What follows belongs to an exercise in optimizing a design on an open flow for small area, a short achievable clock period and few clock cycles per item; a production flow would make more cautious choices. RTL that was checked went through simulation tests only; none was proved equivalent to the original. Function not checked in run 2: the RTL went through the layout flow alone. No run shown here takes its clock network from TritonCTS; it comes from the design's own scripts or RTL. The clock port is modelled as an ideal driver, which makes a skipped or thinned clock tree look cheaper than it is; a real chip needs a root buffer or a tree. Power is estimated from default activity; no workload was simulated.

<file path="flow/design.v">
module timing_example #(
    parameter int INPUT_WIDTH   = 32,
    parameter int OUTPUT_WIDTH  = 8,
    parameter int COUNTER_WIDTH = 64,
    parameter int NUM_PIPELINES = 16
) (
    input  logic                                  clk,
    input  logic                                  rst,
    input  logic [               INPUT_WIDTH-1:0] data_in,
    input  logic                                  data_in_valid,
    input  logic [NUM_PIPELINES*OUTPUT_WIDTH-1:0] pipe_in,
    output logic                                  ready,
    output logic [              OUTPUT_WIDTH-1:0] data_out,
    output logic                                  data_out_valid,
    output logic [             COUNTER_WIDTH-1:0] count
);
  assign ready = 1'b1;
  logic [3:0] v_r;
  always_ff @(posedge clk or posedge rst) begin
    if (rst) v_r <= '0;
    else v_r <= {v_r[2:0], data_in_valid};
  end
  assign data_out_valid = v_r[3];
  logic [12:0] seg_all1, seg_cin;
  logic [63:0] count_nxt;
  cnt_seg #(.W(5)) u_cnt0 (.q(count[4:0]), .cin(seg_cin[0]), .d(count_nxt[4:0]), .all1(seg_all1[0]));
  cnt_seg #(.W(5)) u_cnt1 (.q(count[9:5]), .cin(seg_cin[1]), .d(count_nxt[9:5]), .all1(seg_all1[1]));
  cnt_seg #(.W(5)) u_cnt2 (.q(count[14:10]), .cin(seg_cin[2]), .d(count_nxt[14:10]), .all1(seg_all1[2]));
  cnt_seg #(.W(5)) u_cnt3 (.q(count[19:15]), .cin(seg_cin[3]), .d(count_nxt[19:15]), .all1(seg_all1[3]));
  cnt_seg #(.W(5)) u_cnt4 (.q(count[24:20]), .cin(seg_cin[4]), .d(count_nxt[24:20]), .all1(seg_all1[4]));
  cnt_seg #(.W(5)) u_cnt5 (.q(count[29:25]), .cin(seg_cin[5]), .d(count_nxt[29:25]), .all1(seg_all1[5]));
  cnt_seg #(.W(5)) u_cnt6 (.q(count[34:30]), .cin(seg_cin[6]), .d(count_nxt[34:30]), .all1(seg_all1[6]));
  cnt_seg #(.W(5)) u_cnt7 (.q(count[39:35]), .cin(seg_cin[7]), .d(count_nxt[39:35]), .all1(seg_all1[7]));
  cnt_seg #(.W(5)) u_cnt8 (.q(count[44:40]), .cin(seg_cin[8]), .d(count_nxt[44:40]), .all1(seg_all1[8]));
  cnt_seg #(.W(5)) u_cnt9 (.q(count[49:45]), .cin(seg_cin[9]), .d(count_nxt[49:45]), .all1(seg_all1[9]));
  cnt_seg #(.W(5)) u_cnt10 (.q(count[54:50]), .cin(seg_cin[10]), .d(count_nxt[54:50]), .all1(seg_all1[10]));
  cnt_seg #(.W(5)) u_cnt11 (.q(count[59:55]), .cin(seg_cin[11]), .d(count_nxt[59:55]), .all1(seg_all1[11]));
  cnt_seg #(.W(4)) u_cnt12 (.q(count[63:60]), .cin(seg_cin[12]), .d(count_nxt[63:60]), .all1(seg_all1[12]));
  logic pf_1_1;
  and2_cell u_pf0 (.a(v_r[0]), .b(seg_all1[0]), .y(pf_1_1));
  logic pf_1_3;
  and2_cell u_pf1 (.a(seg_all1[1]), .b(seg_all1[2]), .y(pf_1_3));
  logic pf_1_5;
  and2_cell u_pf2 (.a(seg_all1[3]), .b(seg_all1[4]), .y(pf_1_5));
  logic pf_1_7;
  and2_cell u_pf3 (.a(seg_all1[5]), .b(seg_all1[6]), .y(pf_1_7));
  logic pf_1_9;
  and2_cell u_pf4 (.a(seg_all1[7]), .b(seg_all1[8]), .y(pf_1_9));
  logic pf_1_11;
  and2_cell u_pf5 (.a(seg_all1[9]), .b(seg_all1[10]), .y(pf_1_11));
  logic pf_2_2;
  and2_cell u_pf6 (.a(pf_1_1), .b(seg_all1[1]), .y(pf_2_2));
  logic pf_2_3;
  and2_cell u_pf7 (.a(pf_1_1), .b(pf_1_3), .y(pf_2_3));
  logic pf_2_6;
  and2_cell u_pf8 (.a(pf_1_5), .b(seg_all1[5]), .y(pf_2_6));
  logic pf_2_7;
  and2_cell u_pf9 (.a(pf_1_5), .b(pf_1_7), .y(pf_2_7));
  logic pf_2_10;
  and2_cell u_pf10 (.a(pf_1_9), .b(seg_all1[9]), .y(pf_2_10));
  logic pf_2_11;
  and2_cell u_pf11 (.a(pf_1_9), .b(pf_1_11), .y(pf_2_11));
  logic pf_4_4;
  and2_cell u_pf12 (.a(pf_2_3), .b(seg_all1[3]), .y(pf_4_4));
  logic pf_4_5;
  and2_cell u_pf13 (.a(pf_2_3), .b(pf_1_5), .y(pf_4_5));
  logic pf_4_6;
  and2_cell u_pf14 (.a(pf_2_3), .b(pf_2_6), .y(pf_4_6));
  logic pf_4_7;
  and2_cell u_pf15 (.a(pf_2_3), .b(pf_2_7), .y(pf_4_7));
  logic pf_4_12;
  and2_cell u_pf16 (.a(pf_2_11), .b(seg_all1[11]), .y(pf_4_12));
  logic pf_8_8;
  and2_cell u_pf17 (.a(pf_4_7), .b(seg_all1[7]), .y(pf_8_8));
  logic pf_8_9;
  and2_cell u_pf18 (.a(pf_4_7), .b(pf_1_9), .y(pf_8_9));
  logic pf_8_10;
  and2_cell u_pf19 (.a(pf_4_7), .b(pf_2_10), .y(pf_8_10));
  logic pf_8_11;
  and2_cell u_pf20 (.a(pf_4_7), .b(pf_2_11), .y(pf_8_11));
  logic pf_8_12;
  and2_cell u_pf21 (.a(pf_4_7), .b(pf_4_12), .y(pf_8_12));
  assign seg_cin[0] = v_r[0];
  assign seg_cin[1] = pf_1_1;
  assign seg_cin[2] = pf_2_2;
  assign seg_cin[3] = pf_2_3;
  assign seg_cin[4] = pf_4_4;
  assign seg_cin[5] = pf_4_5;
  assign seg_cin[6] = pf_4_6;
  assign seg_cin[7] = pf_4_7;
  assign seg_cin[8] = pf_8_8;
  assign seg_cin[9] = pf_8_9;
  assign seg_cin[10] = pf_8_10;
  assign seg_cin[11] = pf_8_11;
  assign seg_cin[12] = pf_8_12;
  always_ff @(posedge clk or posedge rst) begin
    if (rst) count <= '0;
    else count <= count_nxt;
  end
  logic pas_0;
  logic pac_1;
  logic pas_2;
  logic pac_3;
  logic pas_4;
  logic pac_5;
  logic pas_6;
  logic pac_7;
  logic pas_8;
  logic pac_9;
  logic pas_10;
  logic pac_11;
  logic pas_12;
  logic pac_13;
  logic pas_14;
  logic pac_15;
  logic pas_16;
  logic pac_17;
  logic pas_18;
  logic pac_19;
  logic pas_20;
  logic pac_21;
  logic pas_22;
  logic pac_23;
  logic pas_24;
  logic pac_25;
  logic pas_26;
  logic pac_27;
  logic pas_28;
  logic pac_29;
  logic pas_30;
  logic pac_31;
  logic pas_32;
  logic pac_33;
  logic [14:0] x_r;
  logic pbs_34;
  logic pbc_35;
  logic pbs_36;
  logic pbc_37;
  logic pbs_38;
  logic pbc_39;
  logic pbs_40;
  logic pbc_41;
  logic pbs_42;
  logic pbc_43;
  logic pbs_44;
  logic pbc_45;
  logic pbs_46;
  logic pbc_47;
  logic [7:0] x2_r;
  logic pqs_48;
  logic pqc_49;
  logic pqs_50;
  logic pqc_51;
  logic [5:0] pc;
  logic [5:0] e;
  logic [2:0] b_one_r, b_two_r, b_neg_r;
  logic e5_r;
  logic sas_52;
  logic sac_53;
  logic sas_54;
  logic sac_55;
  logic sas_56;
  logic sac_57;
  logic sas_58;
  logic sac_59;
  logic sas_60;
  logic sac_61;
  logic sas_62;
  logic sac_63;
  logic sas_64;
  logic sac_65;
  logic sas_66;
  logic sac_67;
  logic sas_68;
  logic sac_69;
  logic sas_70;
  logic sac_71;
  logic sas_72;
  logic sac_73;
  logic sas_74;
  logic sac_75;
  logic sas_76;
  logic sac_77;
  logic sas_78;
  logic sac_79;
  logic sas_80;
  logic sac_81;
  logic sas_82;
  logic sac_83;
  logic sas_84;
  logic sac_85;
  logic sas_86;
  logic sac_87;
  logic sas_88;
  logic sac_89;
  logic sas_90;
  logic sac_91;
  logic sas_92;
  logic sac_93;
  logic sas_94;
  logic sac_95;
  logic sas_96;
  logic sac_97;
  logic sas_98;
  logic sac_99;
  logic sas_100;
  logic sac_101;
  logic sas_102;
  logic sac_103;
  logic sas_104;
  logic sac_105;
  logic sas_106;
  logic sac_107;
  logic sas_108;
  logic sac_109;
  logic sas_110;
  logic sac_111;
  logic sas_112;
  logic sac_113;
  logic sas_114;
  logic sac_115;
  logic sas_116;
  logic sac_117;
  logic sas_118;
  logic sac_119;
  logic sas_120;
  logic sac_121;
  logic sas_122;
  logic sac_123;
  logic sas_124;
  logic sac_125;
  logic sas_126;
  logic sac_127;
  logic sas_128;
  logic sac_129;
  logic sas_130;
  logic sac_131;
  logic sas_132;
  logic sac_133;
  logic sas_134;
  logic sac_135;
  logic sas_136;
  logic sac_137;
  logic sas_138;
  logic sac_139;
  logic sas_140;
  logic sac_141;
  logic sas_142;
  logic sac_143;
  logic sas_144;
  logic sac_145;
  logic sas_146;
  logic sas_147;
  logic sas_148;
  logic sas_149;
  logic sas_150;
  logic sas_151;
  logic sas_152;
  logic sas_153;
  logic sas_154;
  logic sas_155;
  logic sas_156;
  logic sas_157;
  logic sas_158;
  logic sas_159;
  logic sas_160;
  logic sas_161;
  logic sas_162;
  logic sas_163;
  logic sas_164;
  logic sas_165;
  logic [44:0] s1_r;
  logic sbs_166;
  logic sbc_167;
  logic sbs_168;
  logic sbc_169;
  logic sbs_170;
  logic sbc_171;
  logic sbs_172;
  logic sbc_173;
  logic sbs_174;
  logic sbc_175;
  logic sbs_176;
  logic sbc_177;
  logic sbs_178;
  logic sbc_179;
  logic sbs_180;
  logic sbc_181;
  logic sbs_182;
  logic sbc_183;
  logic sbs_184;
  logic sbc_185;
  logic sbs_186;
  logic sbs_187;
  logic sbc_188;
  logic sbs_189;
  logic sbc_190;
  logic sbs_191;
  logic sbc_192;
  logic sbs_193;
  logic sbc_194;
  logic sbs_195;
  logic sbc_196;
  logic sbs_197;
  logic sbc_198;
  logic sbs_199;
  logic sbc_200;
  logic sbs_201;
  logic sbc_202;
  logic sbs_203;
  logic sbc_204;
  logic sbs_205;
  logic sbs_206;
  logic sbc_207;
  logic sbs_208;
  logic sbc_209;
  logic sbs_210;
  logic sbc_211;
  logic sbs_212;
  logic sbc_213;
  logic sbs_214;
  logic sbs_215;
  logic sbc_216;
  logic sbs_217;
  logic sbc_218;
  logic sbs_219;
  logic sbc_220;
  logic sbs_221;
  logic [10:0] s2_r;
  logic [6:0] s_sum;
  logic [6:0] s_r;
  logic pp_222;
  logic pp_223;
  logic pp_224;
  logic pp_225;
  logic pp_226;
  logic pp_227;
  logic pp_228;
  logic pp_229;
  logic pp_230;
  logic pp_231;
  logic pp_232;
  logic pp_233;
  logic pp_234;
  logic pp_235;
  logic pp_236;
  logic pp_237;
  logic ms_238;
  logic mc_239;
  logic ms_240;
  logic mc_241;
  logic ms_242;
  logic ms_243;
  logic mc_244;
  logic ms_245;
  logic mc_246;
  logic ms_247;
  logic mc_248;
  logic ms_249;
  logic mc_250;
  logic ms_251;
  logic [6:0] y;
  logic [6:0] y_r;
  fa_cell u_pa0 (.a(data_in[0]), .b(data_in[1]), .c(data_in[2]), .s(pas_0), .co(pac_1));
  fa_cell u_pa1 (.a(data_in[3]), .b(data_in[4]), .c(data_in[5]), .s(pas_2), .co(pac_3));
  fa_cell u_pa2 (.a(data_in[6]), .b(data_in[7]), .c(data_in[8]), .s(pas_4), .co(pac_5));
  fa_cell u_pa3 (.a(data_in[9]), .b(data_in[10]), .c(data_in[11]), .s(pas_6), .co(pac_7));
  fa_cell u_pa4 (.a(data_in[12]), .b(data_in[13]), .c(data_in[14]), .s(pas_8), .co(pac_9));
  fa_cell u_pa5 (.a(data_in[15]), .b(data_in[16]), .c(data_in[17]), .s(pas_10), .co(pac_11));
  fa_cell u_pa6 (.a(data_in[18]), .b(data_in[19]), .c(data_in[20]), .s(pas_12), .co(pac_13));
  fa_cell u_pa7 (.a(data_in[21]), .b(data_in[22]), .c(data_in[23]), .s(pas_14), .co(pac_15));
  fa_cell u_pa8 (.a(data_in[24]), .b(data_in[25]), .c(data_in[26]), .s(pas_16), .co(pac_17));
  fa_cell u_pa9 (.a(data_in[27]), .b(data_in[28]), .c(data_in[29]), .s(pas_18), .co(pac_19));
  fa_cell u_pa10 (.a(data_in[30]), .b(data_in[31]), .c(pas_0), .s(pas_20), .co(pac_21));
  fa_cell u_pa11 (.a(pas_2), .b(pas_4), .c(pas_6), .s(pas_22), .co(pac_23));
  fa_cell u_pa12 (.a(pas_8), .b(pas_10), .c(pas_12), .s(pas_24), .co(pac_25));
  fa_cell u_pa13 (.a(pas_14), .b(pas_16), .c(pas_18), .s(pas_26), .co(pac_27));
  fa_cell u_pa14 (.a(pac_1), .b(pac_3), .c(pac_5), .s(pas_28), .co(pac_29));
  fa_cell u_pa15 (.a(pac_7), .b(pac_9), .c(pac_11), .s(pas_30), .co(pac_31));
  fa_cell u_pa16 (.a(pac_13), .b(pac_15), .c(pac_17), .s(pas_32), .co(pac_33));
  always_ff @(posedge clk) x_r[0] <= pas_20;
  always_ff @(posedge clk) x_r[1] <= pas_22;
  always_ff @(posedge clk) x_r[2] <= pas_24;
  always_ff @(posedge clk) x_r[3] <= pas_26;
  always_ff @(posedge clk) x_r[4] <= pac_19;
  always_ff @(posedge clk) x_r[5] <= pac_21;
  always_ff @(posedge clk) x_r[6] <= pac_23;
  always_ff @(posedge clk) x_r[7] <= pac_25;
  always_ff @(posedge clk) x_r[8] <= pac_27;
  always_ff @(posedge clk) x_r[9] <= pas_28;
  always_ff @(posedge clk) x_r[10] <= pas_30;
  always_ff @(posedge clk) x_r[11] <= pas_32;
  always_ff @(posedge clk) x_r[12] <= pac_29;
  always_ff @(posedge clk) x_r[13] <= pac_31;
  always_ff @(posedge clk) x_r[14] <= pac_33;
  fa_cell u_pb17 (.a(x_r[0]), .b(x_r[1]), .c(x_r[2]), .s(pbs_34), .co(pbc_35));
  fa_cell u_pb18 (.a(x_r[4]), .b(x_r[5]), .c(x_r[6]), .s(pbs_36), .co(pbc_37));
  fa_cell u_pb19 (.a(x_r[7]), .b(x_r[8]), .c(x_r[9]), .s(pbs_38), .co(pbc_39));
  fa_cell u_pb20 (.a(x_r[12]), .b(x_r[13]), .c(x_r[14]), .s(pbs_40), .co(pbc_41));
  fa_cell u_pb21 (.a(pbc_35), .b(pbs_36), .c(pbs_38), .s(pbs_42), .co(pbc_43));
  fa_cell u_pb22 (.a(pbc_37), .b(pbc_39), .c(pbs_40), .s(pbs_44), .co(pbc_45));
  fa_cell u_pb23 (.a(pbs_42), .b(x_r[10]), .c(x_r[11]), .s(pbs_46), .co(pbc_47));
  always_ff @(posedge clk) x2_r[0] <= pbs_34;
  always_ff @(posedge clk) x2_r[1] <= x_r[3];
  always_ff @(posedge clk) x2_r[2] <= pbs_46;
  always_ff @(posedge clk) x2_r[3] <= pbc_47;
  always_ff @(posedge clk) x2_r[4] <= pbc_43;
  always_ff @(posedge clk) x2_r[5] <= pbs_44;
  always_ff @(posedge clk) x2_r[6] <= pbc_45;
  always_ff @(posedge clk) x2_r[7] <= pbc_41;
  assign pqs_48 = x2_r[3] ^ x2_r[4];
  assign pqc_49 = x2_r[3] & x2_r[4];
  assign pqs_50 = x2_r[6] ^ x2_r[7];
  assign pqc_51 = x2_r[6] & x2_r[7];
  assign pc = {1'b0, pqc_51, pqs_50, x2_r[5], x2_r[2], x2_r[0]} + {1'b0, 1'b0, pqc_49, pqs_48, 1'b0, x2_r[1]};
  assign e = {pc[5] ^ ~pc[4], ~pc[4], pc[3:0]};
  always_ff @(posedge clk) e5_r <= e[5];
  always_ff @(posedge clk) begin
    for (int k = 0; k < 3; k++) begin
      logic lo, mid, hi;
      lo  = (k == 0) ? 1'b0 : e[2*k-1];
      mid = e[2*k];
      hi  = e[2*k+1];
      b_one_r[k] <= mid ^ lo;
      b_two_r[k] <= (hi & ~mid & ~lo) | (~hi & mid & lo);
      b_neg_r[k] <= hi & ~(mid & lo);
    end
  end
  fa_cell u_sa24 (.a(pipe_in[0]), .b(pipe_in[8]), .c(pipe_in[16]), .s(sas_52), .co(sac_53));
  fa_cell u_sa25 (.a(pipe_in[24]), .b(pipe_in[32]), .c(pipe_in[40]), .s(sas_54), .co(sac_55));
  fa_cell u_sa26 (.a(pipe_in[48]), .b(pipe_in[56]), .c(pipe_in[64]), .s(sas_56), .co(sac_57));
  fa_cell u_sa27 (.a(pipe_in[72]), .b(pipe_in[80]), .c(pipe_in[88]), .s(sas_58), .co(sac_59));
  fa_cell u_sa28 (.a(pipe_in[96]), .b(pipe_in[104]), .c(pipe_in[112]), .s(sas_60), .co(sac_61));
  fa_cell u_sa29 (.a(pipe_in[120]), .b(sas_52), .c(sas_54), .s(sas_62), .co(sac_63));
  fa_cell u_sa30 (.a(sas_56), .b(sas_58), .c(sas_60), .s(sas_64), .co(sac_65));
  fa_cell u_sa31 (.a(pipe_in[1]), .b(pipe_in[9]), .c(pipe_in[17]), .s(sas_66), .co(sac_67));
  fa_cell u_sa32 (.a(pipe_in[25]), .b(pipe_in[33]), .c(pipe_in[41]), .s(sas_68), .co(sac_69));
  fa_cell u_sa33 (.a(pipe_in[49]), .b(pipe_in[57]), .c(pipe_in[65]), .s(sas_70), .co(sac_71));
  fa_cell u_sa34 (.a(pipe_in[73]), .b(pipe_in[81]), .c(pipe_in[89]), .s(sas_72), .co(sac_73));
  fa_cell u_sa35 (.a(pipe_in[97]), .b(pipe_in[105]), .c(pipe_in[113]), .s(sas_74), .co(sac_75));
  fa_cell u_sa36 (.a(pipe_in[121]), .b(sac_53), .c(sac_55), .s(sas_76), .co(sac_77));
  fa_cell u_sa37 (.a(sac_57), .b(sac_59), .c(sac_61), .s(sas_78), .co(sac_79));
  fa_cell u_sa38 (.a(sas_66), .b(sas_68), .c(sas_70), .s(sas_80), .co(sac_81));
  fa_cell u_sa39 (.a(pipe_in[2]), .b(pipe_in[10]), .c(pipe_in[18]), .s(sas_82), .co(sac_83));
  fa_cell u_sa40 (.a(pipe_in[26]), .b(pipe_in[34]), .c(pipe_in[42]), .s(sas_84), .co(sac_85));
  fa_cell u_sa41 (.a(pipe_in[50]), .b(pipe_in[58]), .c(pipe_in[66]), .s(sas_86), .co(sac_87));
  fa_cell u_sa42 (.a(pipe_in[74]), .b(pipe_in[82]), .c(pipe_in[90]), .s(sas_88), .co(sac_89));
  fa_cell u_sa43 (.a(pipe_in[98]), .b(pipe_in[106]), .c(pipe_in[114]), .s(sas_90), .co(sac_91));
  fa_cell u_sa44 (.a(pipe_in[122]), .b(sac_67), .c(sac_69), .s(sas_92), .co(sac_93));
  fa_cell u_sa45 (.a(sac_71), .b(sac_73), .c(sac_75), .s(sas_94), .co(sac_95));
  fa_cell u_sa46 (.a(sas_82), .b(sas_84), .c(sas_86), .s(sas_96), .co(sac_97));
  fa_cell u_sa47 (.a(pipe_in[3]), .b(pipe_in[11]), .c(pipe_in[19]), .s(sas_98), .co(sac_99));
  fa_cell u_sa48 (.a(pipe_in[27]), .b(pipe_in[35]), .c(pipe_in[43]), .s(sas_100), .co(sac_101));
  fa_cell u_sa49 (.a(pipe_in[51]), .b(pipe_in[59]), .c(pipe_in[67]), .s(sas_102), .co(sac_103));
  fa_cell u_sa50 (.a(pipe_in[75]), .b(pipe_in[83]), .c(pipe_in[91]), .s(sas_104), .co(sac_105));
  fa_cell u_sa51 (.a(pipe_in[99]), .b(pipe_in[107]), .c(pipe_in[115]), .s(sas_106), .co(sac_107));
  fa_cell u_sa52 (.a(pipe_in[123]), .b(sac_83), .c(sac_85), .s(sas_108), .co(sac_109));
  fa_cell u_sa53 (.a(sac_87), .b(sac_89), .c(sac_91), .s(sas_110), .co(sac_111));
  fa_cell u_sa54 (.a(sas_98), .b(sas_100), .c(sas_102), .s(sas_112), .co(sac_113));
  fa_cell u_sa55 (.a(pipe_in[4]), .b(pipe_in[12]), .c(pipe_in[20]), .s(sas_114), .co(sac_115));
  fa_cell u_sa56 (.a(pipe_in[28]), .b(pipe_in[36]), .c(pipe_in[44]), .s(sas_116), .co(sac_117));
  fa_cell u_sa57 (.a(pipe_in[52]), .b(pipe_in[60]), .c(pipe_in[68]), .s(sas_118), .co(sac_119));
  fa_cell u_sa58 (.a(pipe_in[76]), .b(pipe_in[84]), .c(pipe_in[92]), .s(sas_120), .co(sac_121));
  fa_cell u_sa59 (.a(pipe_in[100]), .b(pipe_in[108]), .c(pipe_in[116]), .s(sas_122), .co(sac_123));
  fa_cell u_sa60 (.a(pipe_in[124]), .b(sac_99), .c(sac_101), .s(sas_124), .co(sac_125));
  fa_cell u_sa61 (.a(sac_103), .b(sac_105), .c(sac_107), .s(sas_126), .co(sac_127));
  fa_cell u_sa62 (.a(sas_114), .b(sas_116), .c(sas_118), .s(sas_128), .co(sac_129));
  fa_cell u_sa63 (.a(pipe_in[5]), .b(pipe_in[13]), .c(pipe_in[21]), .s(sas_130), .co(sac_131));
  fa_cell u_sa64 (.a(pipe_in[29]), .b(pipe_in[37]), .c(pipe_in[45]), .s(sas_132), .co(sac_133));
  fa_cell u_sa65 (.a(pipe_in[53]), .b(pipe_in[61]), .c(pipe_in[69]), .s(sas_134), .co(sac_135));
  fa_cell u_sa66 (.a(pipe_in[77]), .b(pipe_in[85]), .c(pipe_in[93]), .s(sas_136), .co(sac_137));
  fa_cell u_sa67 (.a(pipe_in[101]), .b(pipe_in[109]), .c(pipe_in[117]), .s(sas_138), .co(sac_139));
  fa_cell u_sa68 (.a(pipe_in[125]), .b(sac_115), .c(sac_117), .s(sas_140), .co(sac_141));
  fa_cell u_sa69 (.a(sac_119), .b(sac_121), .c(sac_123), .s(sas_142), .co(sac_143));
  fa_cell u_sa70 (.a(sas_130), .b(sas_132), .c(sas_134), .s(sas_144), .co(sac_145));
  xor_cell u_sax0 (.a(pipe_in[6]), .b(pipe_in[14]), .y(sas_146));
  xor_cell u_sax1 (.a(pipe_in[22]), .b(pipe_in[30]), .y(sas_147));
  xor_cell u_sax2 (.a(pipe_in[38]), .b(pipe_in[46]), .y(sas_148));
  xor_cell u_sax3 (.a(pipe_in[54]), .b(pipe_in[62]), .y(sas_149));
  xor_cell u_sax4 (.a(pipe_in[70]), .b(pipe_in[78]), .y(sas_150));
  xor_cell u_sax5 (.a(pipe_in[86]), .b(pipe_in[94]), .y(sas_151));
  xor_cell u_sax6 (.a(pipe_in[102]), .b(pipe_in[110]), .y(sas_152));
  xor_cell u_sax7 (.a(pipe_in[118]), .b(pipe_in[126]), .y(sas_153));
  xor_cell u_sax8 (.a(sas_146), .b(sas_147), .y(sas_154));
  xor_cell u_sax9 (.a(sas_148), .b(sas_149), .y(sas_155));
  xor_cell u_sax10 (.a(sas_150), .b(sas_151), .y(sas_156));
  xor_cell u_sax11 (.a(sas_152), .b(sas_153), .y(sas_157));
  xor_cell u_sax12 (.a(sas_154), .b(sas_155), .y(sas_158));
  xor_cell u_sax13 (.a(sas_156), .b(sas_157), .y(sas_159));
  xor_cell u_sax14 (.a(sac_131), .b(sac_133), .y(sas_160));
  xor_cell u_sax15 (.a(sac_135), .b(sac_137), .y(sas_161));
  xor_cell u_sax16 (.a(sac_139), .b(sas_158), .y(sas_162));
  xor_cell u_sax17 (.a(sas_159), .b(sas_160), .y(sas_163));
  xor_cell u_sax18 (.a(sas_161), .b(sac_141), .y(sas_164));
  xor_cell u_sax19 (.a(sas_162), .b(sas_163), .y(sas_165));
  always_ff @(posedge clk) s1_r[0] <= sas_62;
  always_ff @(posedge clk) s1_r[1] <= sas_64;
  always_ff @(posedge clk) s1_r[2] <= sas_72;
  always_ff @(posedge clk) s1_r[3] <= sas_74;
  always_ff @(posedge clk) s1_r[4] <= sas_76;
  always_ff @(posedge clk) s1_r[5] <= sac_63;
  always_ff @(posedge clk) s1_r[6] <= sac_65;
  always_ff @(posedge clk) s1_r[7] <= sas_78;
  always_ff @(posedge clk) s1_r[8] <= sas_80;
  always_ff @(posedge clk) s1_r[9] <= sas_88;
  always_ff @(posedge clk) s1_r[10] <= sas_90;
  always_ff @(posedge clk) s1_r[11] <= sac_77;
  always_ff @(posedge clk) s1_r[12] <= sac_79;
  always_ff @(posedge clk) s1_r[13] <= sas_92;
  always_ff @(posedge clk) s1_r[14] <= sac_81;
  always_ff @(posedge clk) s1_r[15] <= sas_94;
  always_ff @(posedge clk) s1_r[16] <= sas_96;
  always_ff @(posedge clk) s1_r[17] <= sas_104;
  always_ff @(posedge clk) s1_r[18] <= sas_106;
  always_ff @(posedge clk) s1_r[19] <= sac_93;
  always_ff @(posedge clk) s1_r[20] <= sac_95;
  always_ff @(posedge clk) s1_r[21] <= sas_108;
  always_ff @(posedge clk) s1_r[22] <= sac_97;
  always_ff @(posedge clk) s1_r[23] <= sas_110;
  always_ff @(posedge clk) s1_r[24] <= sas_112;
  always_ff @(posedge clk) s1_r[25] <= sas_120;
  always_ff @(posedge clk) s1_r[26] <= sas_122;
  always_ff @(posedge clk) s1_r[27] <= sac_109;
  always_ff @(posedge clk) s1_r[28] <= sac_111;
  always_ff @(posedge clk) s1_r[29] <= sas_124;
  always_ff @(posedge clk) s1_r[30] <= sac_113;
  always_ff @(posedge clk) s1_r[31] <= sas_126;
  always_ff @(posedge clk) s1_r[32] <= sas_128;
  always_ff @(posedge clk) s1_r[33] <= sas_136;
  always_ff @(posedge clk) s1_r[34] <= sas_138;
  always_ff @(posedge clk) s1_r[35] <= sac_125;
  always_ff @(posedge clk) s1_r[36] <= sac_127;
  always_ff @(posedge clk) s1_r[37] <= sas_140;
  always_ff @(posedge clk) s1_r[38] <= sac_129;
  always_ff @(posedge clk) s1_r[39] <= sas_142;
  always_ff @(posedge clk) s1_r[40] <= sas_144;
  always_ff @(posedge clk) s1_r[41] <= sac_143;
  always_ff @(posedge clk) s1_r[42] <= sac_145;
  always_ff @(posedge clk) s1_r[43] <= sas_164;
  always_ff @(posedge clk) s1_r[44] <= sas_165;
  fa_cell u_sb71 (.a(s1_r[2]), .b(s1_r[3]), .c(s1_r[4]), .s(sbs_166), .co(sbc_167));
  fa_cell u_sb72 (.a(s1_r[5]), .b(s1_r[6]), .c(s1_r[7]), .s(sbs_168), .co(sbc_169));
  fa_cell u_sb73 (.a(s1_r[9]), .b(s1_r[10]), .c(s1_r[11]), .s(sbs_170), .co(sbc_171));
  fa_cell u_sb74 (.a(s1_r[12]), .b(s1_r[13]), .c(s1_r[14]), .s(sbs_172), .co(sbc_173));
  fa_cell u_sb75 (.a(s1_r[17]), .b(s1_r[18]), .c(s1_r[19]), .s(sbs_174), .co(sbc_175));
  fa_cell u_sb76 (.a(s1_r[20]), .b(s1_r[21]), .c(s1_r[22]), .s(sbs_176), .co(sbc_177));
  fa_cell u_sb77 (.a(s1_r[25]), .b(s1_r[26]), .c(s1_r[27]), .s(sbs_178), .co(sbc_179));
  fa_cell u_sb78 (.a(s1_r[28]), .b(s1_r[29]), .c(s1_r[30]), .s(sbs_180), .co(sbc_181));
  fa_cell u_sb79 (.a(s1_r[33]), .b(s1_r[34]), .c(s1_r[35]), .s(sbs_182), .co(sbc_183));
  fa_cell u_sb80 (.a(s1_r[36]), .b(s1_r[37]), .c(s1_r[38]), .s(sbs_184), .co(sbc_185));
  assign sbs_186 = s1_r[41] ^ s1_r[42] ^ s1_r[43];
  fa_cell u_sb81 (.a(sbs_166), .b(sbs_168), .c(s1_r[8]), .s(sbs_187), .co(sbc_188));
  fa_cell u_sb82 (.a(sbc_167), .b(sbc_169), .c(sbs_170), .s(sbs_189), .co(sbc_190));
  fa_cell u_sb83 (.a(sbs_172), .b(s1_r[15]), .c(s1_r[16]), .s(sbs_191), .co(sbc_192));
  fa_cell u_sb84 (.a(sbc_171), .b(sbc_173), .c(sbs_174), .s(sbs_193), .co(sbc_194));
  fa_cell u_sb85 (.a(sbs_176), .b(s1_r[23]), .c(s1_r[24]), .s(sbs_195), .co(sbc_196));
  fa_cell u_sb86 (.a(sbc_175), .b(sbc_177), .c(sbs_178), .s(sbs_197), .co(sbc_198));
  fa_cell u_sb87 (.a(sbs_180), .b(s1_r[31]), .c(s1_r[32]), .s(sbs_199), .co(sbc_200));
  fa_cell u_sb88 (.a(sbc_179), .b(sbc_181), .c(sbs_182), .s(sbs_201), .co(sbc_202));
  fa_cell u_sb89 (.a(sbs_184), .b(s1_r[39]), .c(s1_r[40]), .s(sbs_203), .co(sbc_204));
  assign sbs_205 = sbc_183 ^ sbc_185 ^ sbs_186;
  fa_cell u_sb90 (.a(sbc_188), .b(sbs_189), .c(sbs_191), .s(sbs_206), .co(sbc_207));
  fa_cell u_sb91 (.a(sbc_190), .b(sbc_192), .c(sbs_193), .s(sbs_208), .co(sbc_209));
  fa_cell u_sb92 (.a(sbc_194), .b(sbc_196), .c(sbs_197), .s(sbs_210), .co(sbc_211));
  fa_cell u_sb93 (.a(sbc_198), .b(sbc_200), .c(sbs_201), .s(sbs_212), .co(sbc_213));
  assign sbs_214 = sbc_202 ^ sbc_204 ^ sbs_205;
  fa_cell u_sb94 (.a(sbc_207), .b(sbs_208), .c(sbs_195), .s(sbs_215), .co(sbc_216));
  fa_cell u_sb95 (.a(sbc_209), .b(sbs_210), .c(sbs_199), .s(sbs_217), .co(sbc_218));
  fa_cell u_sb96 (.a(sbc_211), .b(sbs_212), .c(sbs_203), .s(sbs_219), .co(sbc_220));
  assign sbs_221 = sbc_213 ^ sbs_214 ^ s1_r[44];
  always_ff @(posedge clk) s2_r[0] <= s1_r[0];
  always_ff @(posedge clk) s2_r[1] <= s1_r[1];
  always_ff @(posedge clk) s2_r[2] <= sbs_187;
  always_ff @(posedge clk) s2_r[3] <= sbs_206;
  always_ff @(posedge clk) s2_r[4] <= sbs_215;
  always_ff @(posedge clk) s2_r[5] <= sbc_216;
  always_ff @(posedge clk) s2_r[6] <= sbs_217;
  always_ff @(posedge clk) s2_r[7] <= sbc_218;
  always_ff @(posedge clk) s2_r[8] <= sbs_219;
  always_ff @(posedge clk) s2_r[9] <= sbc_220;
  always_ff @(posedge clk) s2_r[10] <= sbs_221;
  assign s_sum = {s2_r[9], s2_r[7], s2_r[5], s2_r[4], s2_r[3], s2_r[2], s2_r[0]} + {s2_r[10], s2_r[8], s2_r[6], 1'b0, 1'b0, 1'b0, s2_r[1]};
  always_ff @(posedge clk) s_r <= s_sum;
  assign pp_222 = ((b_one_r[0] & s_r[0]) | (b_two_r[0] & 1'b0)) ^ b_neg_r[0];
  assign pp_223 = ((b_one_r[0] & s_r[1]) | (b_two_r[0] & s_r[0])) ^ b_neg_r[0];
  assign pp_224 = ((b_one_r[0] & s_r[2]) | (b_two_r[0] & s_r[1])) ^ b_neg_r[0];
  assign pp_225 = ((b_one_r[0] & s_r[3]) | (b_two_r[0] & s_r[2])) ^ b_neg_r[0];
  assign pp_226 = ((b_one_r[0] & s_r[4]) | (b_two_r[0] & s_r[3])) ^ b_neg_r[0];
  assign pp_227 = ((b_one_r[0] & s_r[5]) | (b_two_r[0] & s_r[4])) ^ b_neg_r[0];
  assign pp_228 = ((b_one_r[0] & s_r[6]) | (b_two_r[0] & s_r[5])) ^ b_neg_r[0];
  assign pp_229 = ((b_one_r[1] & s_r[0]) | (b_two_r[1] & 1'b0)) ^ b_neg_r[1];
  assign pp_230 = ((b_one_r[1] & s_r[1]) | (b_two_r[1] & s_r[0])) ^ b_neg_r[1];
  assign pp_231 = ((b_one_r[1] & s_r[2]) | (b_two_r[1] & s_r[1])) ^ b_neg_r[1];
  assign pp_232 = ((b_one_r[1] & s_r[3]) | (b_two_r[1] & s_r[2])) ^ b_neg_r[1];
  assign pp_233 = ((b_one_r[1] & s_r[4]) | (b_two_r[1] & s_r[3])) ^ b_neg_r[1];
  assign pp_234 = ((b_one_r[2] & s_r[0]) | (b_two_r[2] & 1'b0)) ^ b_neg_r[2];
  assign pp_235 = ((b_one_r[2] & s_r[1]) | (b_two_r[2] & s_r[0])) ^ b_neg_r[2];
  assign pp_236 = ((b_one_r[2] & s_r[2]) | (b_two_r[2] & s_r[1])) ^ b_neg_r[2];
  assign pp_237 = e5_r & s_r[0];
  assign ms_238 = pp_226 ^ pp_231;
  assign mc_239 = pp_226 & pp_231;
  assign ms_240 = pp_227 ^ pp_232;
  assign mc_241 = pp_227 & pp_232;
  assign ms_242 = pp_228 ^ pp_233 ^ pp_236;
  assign ms_243 = pp_224 ^ pp_229;
  assign mc_244 = pp_224 & pp_229;
  assign ms_245 = pp_225 ^ pp_230;
  assign mc_246 = pp_225 & pp_230;
  fa_cell u_m97 (.a(pp_234), .b(b_neg_r[2]), .c(ms_238), .s(ms_247), .co(mc_248));
  fa_cell u_m98 (.a(pp_235), .b(ms_240), .c(mc_239), .s(ms_249), .co(mc_250));
  assign ms_251 = pp_237 ^ ms_242 ^ mc_241;
  assign y = {ms_251, ms_249, ms_247, ms_245, b_neg_r[1], pp_223, pp_222} + {mc_250, mc_248, mc_246, mc_244, ms_243, 1'b0, b_neg_r[0]};
  always_ff @(posedge clk) y_r <= y;
  assign data_out = {y_r, 1'b0};
endmodule
module fa_cell (
    input  logic a,
    input  logic b,
    input  logic c,
    output logic s,
    output logic co
);
  assign s  = a ^ b ^ c;
  assign co = (a & b) | (a & c) | (b & c);
endmodule
module xor_cell (
    input  logic a,
    input  logic b,
    output logic y
);
  assign y = a ^ b;
endmodule
module and2_cell (
    input  logic a,
    input  logic b,
    output logic y
);
  assign y = a & b;
endmodule
module cnt_seg #(
    parameter int W = 8
) (
    input  logic [W-1:0] q,
    input  logic         cin,
    output logic [W-1:0] d,
    output logic         all1
);
  logic [W:0] c;
  always_comb begin
    c[0] = cin;
    for (int i = 0; i < W; i++) begin
      d[i]   = q[i] ^ c[i];
      c[i+1] = q[i] & c[i];
    end
  end
  assign all1 = &q;
endmodule
</file>
<file path="flow/flow/run.sh">
#!/bin/bash
# Standard synthesis, then the standard layout with these changes: ports are
# buffered with buf_1 (buf_2 on the count outputs, flow/outbuf.tcl), and after clock tree synthesis its tree is replaced by a
# balanced two-level tree of clkbuf_16 cells (flow/clktree.tcl).
set -euo pipefail
bash standard.sh synth > synth.log 2>&1
export BUFFER_PORTS_ARGS="-buffer_cell sky130_fd_sc_hd__buf_1"
export CTS_ARGS="-sink_clustering_enable -repair_clock_nets -dont_use_dummy_load -buf_list {sky130_fd_sc_hd__clkbuf_4 sky130_fd_sc_hd__clkbuf_8}"
export CLK_LEAVES=10
export CLK_LEAF_CELL=clkbuf_8
export PRE_RESIZE_TCL=$PWD/flow/outbuf.tcl
export POST_CTS_TCL=$PWD/flow/clktree.tcl
bash standard.sh > layout.log 2>&1
</file>
<file path="flow/flow/clktree.tcl">
# Replace the clock tree that clock_tree_synthesis built with a two-level one:
# the clock port drives one root clkbuf_16, which drives CLK_LEAVES leaf buffers,
# each feeding the flip-flops of one region (regions of nearly equal size, cut
# across the longer side). Every flip-flop sees the same two buffers.
set nleaf [expr {[info exists ::env(CLK_LEAVES)] ? $::env(CLK_LEAVES) : 4}]
set block [ord::get_db_block]
set db [ord::get_db]
set master [$db findMaster sky130_fd_sc_hd__clkbuf_16]
set lmaster [$db findMaster sky130_fd_sc_hd__[expr {[info exists ::env(CLK_LEAF_CELL)] ? $::env(CLK_LEAF_CELL) : "clkbuf_16"}]]
set clk [$block findNet clk]

set flops {}
foreach inst [$block getInsts] {
  if {[[$inst getMaster] isSequential]} {
    set it [$inst findITerm CLK]
    lassign [$inst getLocation] x y
    lappend flops [list $inst $it $x $y]
  }
}
# the old tree: every buffer on the clock network
set old_insts {}
set old_nets {}
foreach net [$block getNets] {
  if {[$net getSigType] eq "CLOCK" && [$net getName] ne "clk"} { lappend old_nets $net }
}
foreach inst [$block getInsts] {
  set n [$inst getName]
  if {[string match clkbuf_* $n] || [string match clkload* $n]} { lappend old_insts $inst }
}
foreach f $flops { [lindex $f 1] disconnect }
foreach inst $old_insts { odb::dbInst_destroy $inst }
foreach net $old_nets { if {[$net getName] ne "clk"} { odb::dbNet_destroy $net } }

# split a group into n regions of nearly equal size, cutting across its longer side
proc split_n {items n} {
  if {$n <= 1} { return [list $items] }
  set xs [lmap f $items {lindex $f 2}]
  set ys [lmap f $items {lindex $f 3}]
  set dx [expr {[tcl::mathfunc::max {*}$xs] - [tcl::mathfunc::min {*}$xs]}]
  set dy [expr {[tcl::mathfunc::max {*}$ys] - [tcl::mathfunc::min {*}$ys]}]
  set idx [expr {$dx >= $dy ? 2 : 3}]
  set s [lsort -integer -index $idx $items]
  set n1 [expr {$n / 2}]
  set cut [expr {[llength $s] * $n1 / $n}]
  return [concat [split_n [lrange $s 0 [expr {$cut - 1}]] $n1] \
                 [split_n [lrange $s $cut end] [expr {$n - $n1}]]]
}
set groups [split_n $flops $nleaf]

proc centroid {items} {
  set sx 0; set sy 0
  foreach f $items { set sx [expr {$sx + [lindex $f 2]}]; set sy [expr {$sy + [lindex $f 3]}] }
  set n [llength $items]
  return [list [expr {int($sx / $n)}] [expr {int($sy / $n)}]]
}
lassign [centroid $flops] rx ry
set root [odb::dbInst_create $block $master clkroot]
$root setLocation $rx $ry
$root setPlacementStatus PLACED
[$root findITerm A] connect $clk
set rnet [odb::dbNet_create $block clknet_root]
$rnet setSigType CLOCK
[$root findITerm X] connect $rnet
set k 0
foreach g $groups {
  lassign [centroid $g] cx cy
  set leaf [odb::dbInst_create $block $lmaster clkleaf_$k]
  $leaf setLocation $cx $cy
  $leaf setPlacementStatus PLACED
  [$leaf findITerm A] connect $rnet
  set lnet [odb::dbNet_create $block clknet_leaf_$k]
  $lnet setSigType CLOCK
  [$leaf findITerm X] connect $lnet
  foreach f $g { [lindex $f 1] connect $lnet }
  incr k
}
puts "clktree.tcl: [llength $flops] flip-flops on $k leaves; removed [llength $old_insts] buffers"
detailed_placement
check_placement -verbose
estimate_parasitics -placement
report_clock_skew
report_checks -path_delay min -format end
</file>
<file path="flow/flow/outbuf.tcl">
# Give the buffers that buffer_ports put on the count output ports a buf_2
# instead of the buf_1 used on the other ports.
set n 0
set block [ord::get_db_block]
foreach inst [$block getInsts] {
  if {![string match output* [$inst getName]]} { continue }
  if {[[$inst getMaster] getName] ne "sky130_fd_sc_hd__buf_1"} { continue }
  set net [[$inst findITerm X] getNet]
  if {[string match "count*" [$net getName]]} {
    replace_cell [get_cells [$inst getName]] sky130_fd_sc_hd__buf_2
    incr n
  }
}
puts "outbuf.tcl: $n count output buffers set to buf_2"
</file>
<file path="flow/standard.sh">
#!/bin/bash
# synth_recipe.tcl (not shown) runs the flow's synth.tcl, then flattens the netlist and writes it again
# the make line also repeats each setting of config.mk as NAME=value (left out here)
make -C /OpenROAD-flow-scripts/flow DESIGN_CONFIG=/design/flow/config.mk WORK_HOME=/design/flow/orfs CLKGATE_MAP_FILE= SYNTH_SCRIPT=/design/flow/synth_recipe.tcl "${@:-finish}"
</file>
<file path="flow/config.mk">
export PLATFORM = sky130hd
export DESIGN_NAME = timing_example
export DESIGN_NICKNAME = timing_example
export VERILOG_FILES = /design/flow/design.v
export SDC_FILE = /design/flow/constraint.sdc
export NUM_CORES = 4
export LEC_CHECK = 0
export CAP_MARGIN = 20
export CORE_MARGIN = 2
export CORE_UTILIZATION = 40
export SLEW_MARGIN = 20
export SYNTH_HIERARCHICAL = 1
export SYNTH_MINIMUM_KEEP_SIZE = 0
</file>
<file path="flow/constraint.sdc">
create_clock -name core_clock -period 8.0 [get_ports {clk}]
set_input_delay 1.6000 -clock core_clock [delete_from_list [all_inputs] [get_ports {clk}]]
set_output_delay 1.6000 -clock core_clock [all_outputs]
set_load 0.01 [all_outputs]
</file>
==> results of run 1 <==
final cells by class:
| class | instances | area (µm²) |
|---|---|---|
| Multi-Input combinational cell | 352 | 4159 |
| Inverter | 4 | 15.01 |
| Timing Repair Buffer | 219 | 905.9 |
| Fill cell | 1831 | 10190 |
| Antenna cell | 1 | 2.502 |
| Buffer | 11 | 162.7 |
| Tap cell | 265 | 331.6 |
| Sequential cell | 171 | 3764 |
flip-flops by register name, indices dropped and copies added (netlist names), 4 cells and up:
| register | count |
|---|---|
| count | 64 |
| s1_r | 45 |
| x_r | 15 |
| s2_r | 11 |
| x2_r | 8 |
| s_r | 7 |
| y_r | 7 |
| v_r | 4 |
layer usage:
| layer | global-route usage (%) | part of all wire, % | vias to the layer above |
|---|---|---|---|
| met5 | 0 | 0 | - |
| met4 | 3.824 | 2.2 | 0 |
| met3 | 2.925 | 5.6 | 29 |
| met2 | 27.33 | 53 | 145 |
| met1 | 16.49 | 39 | 2191 |
| li1 | - | - | 2179 |
power by group:
part / switching [mW] / leakage (nW) / total (mW) / internal, mW
sequential: 0.141 / 1.80 / 1.25 / 1.11
combinational: 0.761 / 2.56 / 1.59 / 0.834
clock: 0.243 / 0.0842 / 0.379 / 0.137
how the worst max path moves through the flow:
stage                    end  cells after the start       start
finish              count[4]                      1    count[4]
global route        count[4]                      1    count[4]
detailed placement  s1_r[43]                      4  pipe_in[4]
global placement    s1_r[43]                      4  pipe_in[4]
floorplan           count[0]                      1         rst
per-stage QoR:
step	instances	util, %	setup slack [ns]	hold WS [ns]	power, mW
after floorplan	531	-	4.688	0.3096	2.537
after global placement	1011	46.58	5.120	0.3160	2.860
after detailed placement	1011	46.99	5.101	0.3191	2.904
after global routing	1022	47.82	5.388	0.3495	3.574
final	1023	47.83	5.441	0.3415	3.221
==> impl_metrics.ini, run 1 <==
[timing]
grt_setup_unrepaired = false
setup-violations-final = 0
timing.final.crit_period_ns = 2.559
worst_pin_slew_ns = 0.8404
maxSlewViolCount = 0
relSlewSlack_pct = 43.97
fin_skew_ns = 0.009293
max_freq_ghz = 0.3907
fin_tns_setup_ns = 0
finalHoldViolations = 0
period_share_pct = 31.99

[grt]
grt.total_usage_pct = 14.42
grt_max_degree = 69
grt_pass1_wl_mm = 24.86
overflow = 0
antenna_found_initial = 1
grt_pass1_vias = 5278

[detailed_routing]
drtPass1Iterations = 4
wl_per_cell_um = 14.42
routed_wl_mm = 14.76
drt_iter0_markers = 98
vias = 4544
viasPerCell = 4.442
ant_nets = 0
drc = 0

[pwr]
pwr_density_cell_nw_per_um2 = 344.8
leakage_nw = 4.440
ir_drop_uv = 214.9

[min_path]
worstHoldEndpoint = x2_r[1]
worstHoldStart = x_r[3]
worst_hold_path.num_cells = 0
min_path_type = flip-flop to flip-flop

[setup_path]
crit_path_max_fanout = 3
path_delay_family = flip-flops
worstReg2RegEnd = y_r[5]
cp-end-kind = output port
cp_num_buf_inv = 1
r2r_cells = 9
worstPathRequired_ns = 6.40
critPathKind = flip-flop to output port
path_cells = buf_2
slowest_delay_ns = 0.43
start_kind = flip-flop
r2r-start = b_two_r[0]
worstPathArrival_ns = 0.96
r2r_slack_ns = 5.58
worst_path_max_delay_cell = dfrtp_1

[floorplan]
start_util_pct = 40.79
die_x_um = 145.1
io_pins = 237
die-area_um2 = 21060
coreArea_um2 = 19530
rows = 51
fp.dieH_um = 145.1

[cells_and_area]
final_common_cell = buf_1
nets = 1096
design_area_um2 = 9340
layout-drive-gt1-share_pct = 10.70
area_growth_pct = 17.26
layout_common_cells = buf_1, dfxtp_1, fa_1, ha_1, dfrtp_1

[synth]
synth_area_um2 = 7965
synthCells = 531
postSynthAreaPerCell_um2 = 15.00
synth_nets = 868
yosysWarnings = 9

[outcome]
outcome = complete, no violations

[clock_network]
cts_num_sinks = 171
cts.clk_slew.worst_paths_ns = 0.10
insertion_delay_ns = 0.37

[placement]
portBuffers = 218
gp_congestion = 0.8504
placed_cell_area_um2 = 9175
hpwl_mm = 12.64

[job]
drv_cap = 0
Testbench counts, summed over its fixed seeds: cycles 1,632, items 1,600.
==> run 2, diff against run 1 <==
--- a/flow/design.v
+++ b/flow/design.v
@@ -23,17 +23,15 @@
   assign data_out_valid = v_r[3];
-  logic [12:0] seg_all1, seg_cin;
+  logic [10:0] seg_all1, seg_cin;
   logic [63:0] count_nxt;
-  cnt_seg #(.W(5)) u_cnt0 (.q(count[4:0]), .cin(seg_cin[0]), .d(count_nxt[4:0]), .all1(seg_all1[0]));
-  cnt_seg #(.W(5)) u_cnt1 (.q(count[9:5]), .cin(seg_cin[1]), .d(count_nxt[9:5]), .all1(seg_all1[1]));
-  cnt_seg #(.W(5)) u_cnt2 (.q(count[14:10]), .cin(seg_cin[2]), .d(count_nxt[14:10]), .all1(seg_all1[2]));
-  cnt_seg #(.W(5)) u_cnt3 (.q(count[19:15]), .cin(seg_cin[3]), .d(count_nxt[19:15]), .all1(seg_all1[3]));
-  cnt_seg #(.W(5)) u_cnt4 (.q(count[24:20]), .cin(seg_cin[4]), .d(count_nxt[24:20]), .all1(seg_all1[4]));
-  cnt_seg #(.W(5)) u_cnt5 (.q(count[29:25]), .cin(seg_cin[5]), .d(count_nxt[29:25]), .all1(seg_all1[5]));
-  cnt_seg #(.W(5)) u_cnt6 (.q(count[34:30]), .cin(seg_cin[6]), .d(count_nxt[34:30]), .all1(seg_all1[6]));
-  cnt_seg #(.W(5)) u_cnt7 (.q(count[39:35]), .cin(seg_cin[7]), .d(count_nxt[39:35]), .all1(seg_all1[7]));
-  cnt_seg #(.W(5)) u_cnt8 (.q(count[44:40]), .cin(seg_cin[8]), .d(count_nxt[44:40]), .all1(seg_all1[8]));
-  cnt_seg #(.W(5)) u_cnt9 (.q(count[49:45]), .cin(seg_cin[9]), .d(count_nxt[49:45]), .all1(seg_all1[9]));
-  cnt_seg #(.W(5)) u_cnt10 (.q(count[54:50]), .cin(seg_cin[10]), .d(count_nxt[54:50]), .all1(seg_all1[10]));
-  cnt_seg #(.W(5)) u_cnt11 (.q(count[59:55]), .cin(seg_cin[11]), .d(count_nxt[59:55]), .all1(seg_all1[11]));
-  cnt_seg #(.W(4)) u_cnt12 (.q(count[63:60]), .cin(seg_cin[12]), .d(count_nxt[63:60]), .all1(seg_all1[12]));
+  cnt_seg #(.W(6)) u_cnt0 (.q(count[5:0]), .cin(seg_cin[0]), .d(count_nxt[5:0]), .all1(seg_all1[0]));
+  cnt_seg #(.W(6)) u_cnt1 (.q(count[11:6]), .cin(seg_cin[1]), .d(count_nxt[11:6]), .all1(seg_all1[1]));
+  cnt_seg #(.W(6)) u_cnt2 (.q(count[17:12]), .cin(seg_cin[2]), .d(count_nxt[17:12]), .all1(seg_all1[2]));
+  cnt_seg #(.W(6)) u_cnt3 (.q(count[23:18]), .cin(seg_cin[3]), .d(count_nxt[23:18]), .all1(seg_all1[3]));
+  cnt_seg #(.W(6)) u_cnt4 (.q(count[29:24]), .cin(seg_cin[4]), .d(count_nxt[29:24]), .all1(seg_all1[4]));
+  cnt_seg #(.W(6)) u_cnt5 (.q(count[35:30]), .cin(seg_cin[5]), .d(count_nxt[35:30]), .all1(seg_all1[5]));
+  cnt_seg #(.W(6)) u_cnt6 (.q(count[41:36]), .cin(seg_cin[6]), .d(count_nxt[41:36]), .all1(seg_all1[6]));
+  cnt_seg #(.W(6)) u_cnt7 (.q(count[47:42]), .cin(seg_cin[7]), .d(count_nxt[47:42]), .all1(seg_all1[7]));
+  cnt_seg #(.W(6)) u_cnt8 (.q(count[53:48]), .cin(seg_cin[8]), .d(count_nxt[53:48]), .all1(seg_all1[8]));
+  cnt_seg #(.W(6)) u_cnt9 (.q(count[59:54]), .cin(seg_cin[9]), .d(count_nxt[59:54]), .all1(seg_all1[9]));
+  cnt_seg #(.W(4)) u_cnt10 (.q(count[63:60]), .cin(seg_cin[10]), .d(count_nxt[63:60]), .all1(seg_all1[10]));
   logic pf_1_1;
@@ -48,36 +46,26 @@
   and2_cell u_pf4 (.a(seg_all1[7]), .b(seg_all1[8]), .y(pf_1_9));
-  logic pf_1_11;
-  and2_cell u_pf5 (.a(seg_all1[9]), .b(seg_all1[10]), .y(pf_1_11));
   logic pf_2_2;
-  and2_cell u_pf6 (.a(pf_1_1), .b(seg_all1[1]), .y(pf_2_2));
+  and2_cell u_pf5 (.a(pf_1_1), .b(seg_all1[1]), .y(pf_2_2));
   logic pf_2_3;
-  and2_cell u_pf7 (.a(pf_1_1), .b(pf_1_3), .y(pf_2_3));
+  and2_cell u_pf6 (.a(pf_1_1), .b(pf_1_3), .y(pf_2_3));
   logic pf_2_6;
-  and2_cell u_pf8 (.a(pf_1_5), .b(seg_all1[5]), .y(pf_2_6));
+  and2_cell u_pf7 (.a(pf_1_5), .b(seg_all1[5]), .y(pf_2_6));
   logic pf_2_7;
-  and2_cell u_pf9 (.a(pf_1_5), .b(pf_1_7), .y(pf_2_7));
+  and2_cell u_pf8 (.a(pf_1_5), .b(pf_1_7), .y(pf_2_7));
   logic pf_2_10;
-  and2_cell u_pf10 (.a(pf_1_9), .b(seg_all1[9]), .y(pf_2_10));
-  logic pf_2_11;
-  and2_cell u_pf11 (.a(pf_1_9), .b(pf_1_11), .y(pf_2_11));
+  and2_cell u_pf9 (.a(pf_1_9), .b(seg_all1[9]), .y(pf_2_10));
   logic pf_4_4;
-  and2_cell u_pf12 (.a(pf_2_3), .b(seg_all1[3]), .y(pf_4_4));
+  and2_cell u_pf10 (.a(pf_2_3), .b(seg_all1[3]), .y(pf_4_4));
   logic pf_4_5;
-  and2_cell u_pf13 (.a(pf_2_3), .b(pf_1_5), .y(pf_4_5));
+  and2_cell u_pf11 (.a(pf_2_3), .b(pf_1_5), .y(pf_4_5));
   logic pf_4_6;
-  and2_cell u_pf14 (.a(pf_2_3), .b(pf_2_6), .y(pf_4_6));
+  and2_cell u_pf12 (.a(pf_2_3), .b(pf_2_6), .y(pf_4_6));
   logic pf_4_7;
-  and2_cell u_pf15 (.a(pf_2_3), .b(pf_2_7), .y(pf_4_7));
-  logic pf_4_12;
-  and2_cell u_pf16 (.a(pf_2_11), .b(seg_all1[11]), .y(pf_4_12));
+  and2_cell u_pf13 (.a(pf_2_3), .b(pf_2_7), .y(pf_4_7));
   logic pf_8_8;
-  and2_cell u_pf17 (.a(pf_4_7), .b(seg_all1[7]), .y(pf_8_8));
+  and2_cell u_pf14 (.a(pf_4_7), .b(seg_all1[7]), .y(pf_8_8));
   logic pf_8_9;
-  and2_cell u_pf18 (.a(pf_4_7), .b(pf_1_9), .y(pf_8_9));
+  and2_cell u_pf15 (.a(pf_4_7), .b(pf_1_9), .y(pf_8_9));
   logic pf_8_10;
-  and2_cell u_pf19 (.a(pf_4_7), .b(pf_2_10), .y(pf_8_10));
-  logic pf_8_11;
-  and2_cell u_pf20 (.a(pf_4_7), .b(pf_2_11), .y(pf_8_11));
-  logic pf_8_12;
-  and2_cell u_pf21 (.a(pf_4_7), .b(pf_4_12), .y(pf_8_12));
+  and2_cell u_pf16 (.a(pf_4_7), .b(pf_2_10), .y(pf_8_10));
   assign seg_cin[0] = v_r[0];
@@ -93,4 +81,2 @@
   assign seg_cin[10] = pf_8_10;
-  assign seg_cin[11] = pf_8_11;
-  assign seg_cin[12] = pf_8_12;
   always_ff @(posedge clk or posedge rst) begin
--- a/flow/flow/run.sh
+++ b/flow/flow/run.sh
@@ -2,3 +2,3 @@
 # Standard synthesis, then the standard layout with these changes: ports are
-# buffered with buf_1 (buf_2 on the count outputs, flow/outbuf.tcl), and after clock tree synthesis its tree is replaced by a
+# buffered with buf_1, and after clock tree synthesis its tree is replaced by a
 # balanced two-level tree of clkbuf_16 cells (flow/clktree.tcl).
@@ -10,3 +10,2 @@
 export CLK_LEAF_CELL=clkbuf_8
-export PRE_RESIZE_TCL=$PWD/flow/outbuf.tcl
 export POST_CTS_TCL=$PWD/flow/clktree.tcl
removed: flow/flow/outbuf.tcl
==> run 2 against run 1 <==
- critical path depth unchanged
- cell area is 1.3% lower
- sequential cell count unchanged
- highest routed layer unchanged
- first-iteration DRC count increased by 28%
- fmax decreased by 0.88%
- combinational power hardly changed
- cell count fell by 1.2%
- sequential power about the same
- routed wire length fell by 4.8%
==> impl_metrics.ini, run 2 <==
[setup_path]
cp_num_buf_inv = 1
worstPathArrival_ns = 0.98
critPathKind = flip-flop to output port
slowest_delay_ns = 0.39
cp-end-kind = output port
crit_cells = 1
worstPathRequired_ns = 6.40
start_kind = flip-flop
r2r_cells = 12
path_cells = buf_1
worstReg2RegEnd = count[59]
crit_path_max_fanout = 3
r2r-start = count[5]
worst_path_max_delay_cell = dfrtp_1
path_delay_family = flip-flops
r2r_slack_ns = 5.51

[timing]
hold_slack_ns = 0.3402
finalHoldViolations = 0
period_share_pct = 32.28
maxSlewViolCount = 0
relSlewSlack_pct = 44.23
setup-violations-final = 0
fin_skew_ns = 0.01181
max_freq_ghz = 0.3873
timing.final.ws_setup_ns = 5.418
grt_setup_unrepaired = false
worst_pin_slew_ns = 0.8365
timing.final.crit_period_ns = 2.582
fin_tns_setup_ns = 0

[synth]
yosysWarnings = 9
synthCells = 520
postSynthAreaPerCell_um2 = 15.25
synth_area_um2 = 7929
synth_nets = 859

[detailed_routing]
drt_iter0_markers = 125
drtPass1Iterations = 4
viasPerCell = 4.467
wl_per_cell_um = 13.89
drc = 0
ant_nets = 0
routed_wl_mm = 14.05
vias = 4516

[pwr]
seq_power_share_pct = 38.4
swShare_pct = 35.71
pwr_density_cell_nw_per_um2 = 350.9
p_sw_mw = 1.155
combPwrFrac_pct = 49.8
leakage_nw = 4.155
clock_power_share_pct = 11.8
report.power.total_mw = 3.235
ir_drop_uv = 199.0
intPower_mw = 2.080

[placement]
pre_cts_slack_ns = 5.100
portBuffers = 218
placedCellCount = 1000
placed_cell_area_um2 = 9059
hpwl_mm = 11.92
gp_congestion = 0.8253

[grt]
grt_pass1_vias = 5003
grt_pass1_wl_mm = 22.57
overflow = 0
antenna_found_initial = 0
grt.total_usage_pct = 13.49
grt_max_degree = 69

[clock_network]
cts_num_sinks = 171
cts.clk_slew.worst_paths_ns = 0.10
insertion_delay_ns = 0.37

[cells_and_area]
top_register = count
top_regs = count x64, s1_r x45, x_r x15
largest_reg_flops = 64
postLayoutCoreUtil_pct = 47.38
final_common_cell = buf_1
fill_cells = 1769
layout-drive-gt1-share_pct = 2.279
area_growth_pct = 16.30
layout_common_cells = buf_1, dfxtp_1, fa_1, ha_1, dfrtp_1
stdcell_count = 1011
design_area_um2 = 9221
antennaDiodeCount = 0
nets = 1087

[floorplan]
fp.dieH_um = 144.8
start_util_pct = 40.74
die-area_um2 = 20960
io_pins = 237
die_x_um = 144.8
coreArea_um2 = 19460
rows = 51

[outcome]
outcome = complete, no violations

[min_path]
worstHoldEndpoint = x2_r[1]
worstHoldStart = x_r[3]
worst_hold_path.num_cells = 0
min_path_type = flip-flop to flip-flop

[job]
drv_cap = 0
[run 2: power groups by stage]
stage	Combinational (mW)	Clock [mW]	Sequential, mW
final	1.61	0.381	1.24
after global routing	1.87	0.436	1.27
after detailed placement	1.63	0	1.26
after global placement	1.60	0	1.26
after floorplan	1.30	0	1.24
[run 2: routing by layer]
metal  wire length (µm)  track usage (%)
met5                  0                0
met4                390            4.241
met3                809            2.205
met2               7295            24.80
met1               5550            16.13
[run 2: worst max path at each step]
stage | to | slack (ns) | from
after detailed placement | s1_r[8] | 5.10 | pipe_in[1]
after global routing | count[53] | 5.36 | count[4]
after floorplan | count[0] | 4.69 | rst
after global placement | s1_r[8] | 5.13 | pipe_in[1]
final | count[35] | 5.42 | count[35]
[run 2: area by class of cell]
class	count	area, µm²	share of cell area [%]
buffer	11	162.7	1.764
inverter	4	15.01	0.1628
sequential	171	3764	40.81
multi-input combinational	341	4123	44.71
timing repair buffer	219	825.8	8.955
tap	265	331.6	3.596

==> afterwards: timing with drivers on the ports <==
No port has a modelled driver above. Below, the same layouts with a new extraction and two added sets of constraints. Step 1 assumes that a clkbuf_16 drives the clock port and a buf_2 every other input. Step 2 adds t to the input delays and takes it off the output delays; t is the mean of the earliest and latest rising clock arrival at the registers after step 1. Input paths then give back, and output paths get back, about the clock's delay inside the block. Three values: no drivers, after step 1, after step 2; two values: the first two.
| run | shift t [ns] | setup WS [ns] | worst setup path at the end | slew at the worst register clock pin (ns) | pins driven straight from the clock port |
|---|---|---|---|---|---|
| run 1 | 0.407 | 5.441 / 5.394 / 5.100 | input to register | 0.11 / 0.11 | 1 |
| run 2 | 0.402 | 5.418 / 5.376 / 5.123 | input to register | 0.11 / 0.11 | 1 |
After both steps setup and hold are still met in every run listed. For run 1, which loses most, drivers alone change the setup slack by -0.047 ns; drivers and shift together by -0.341 ns.
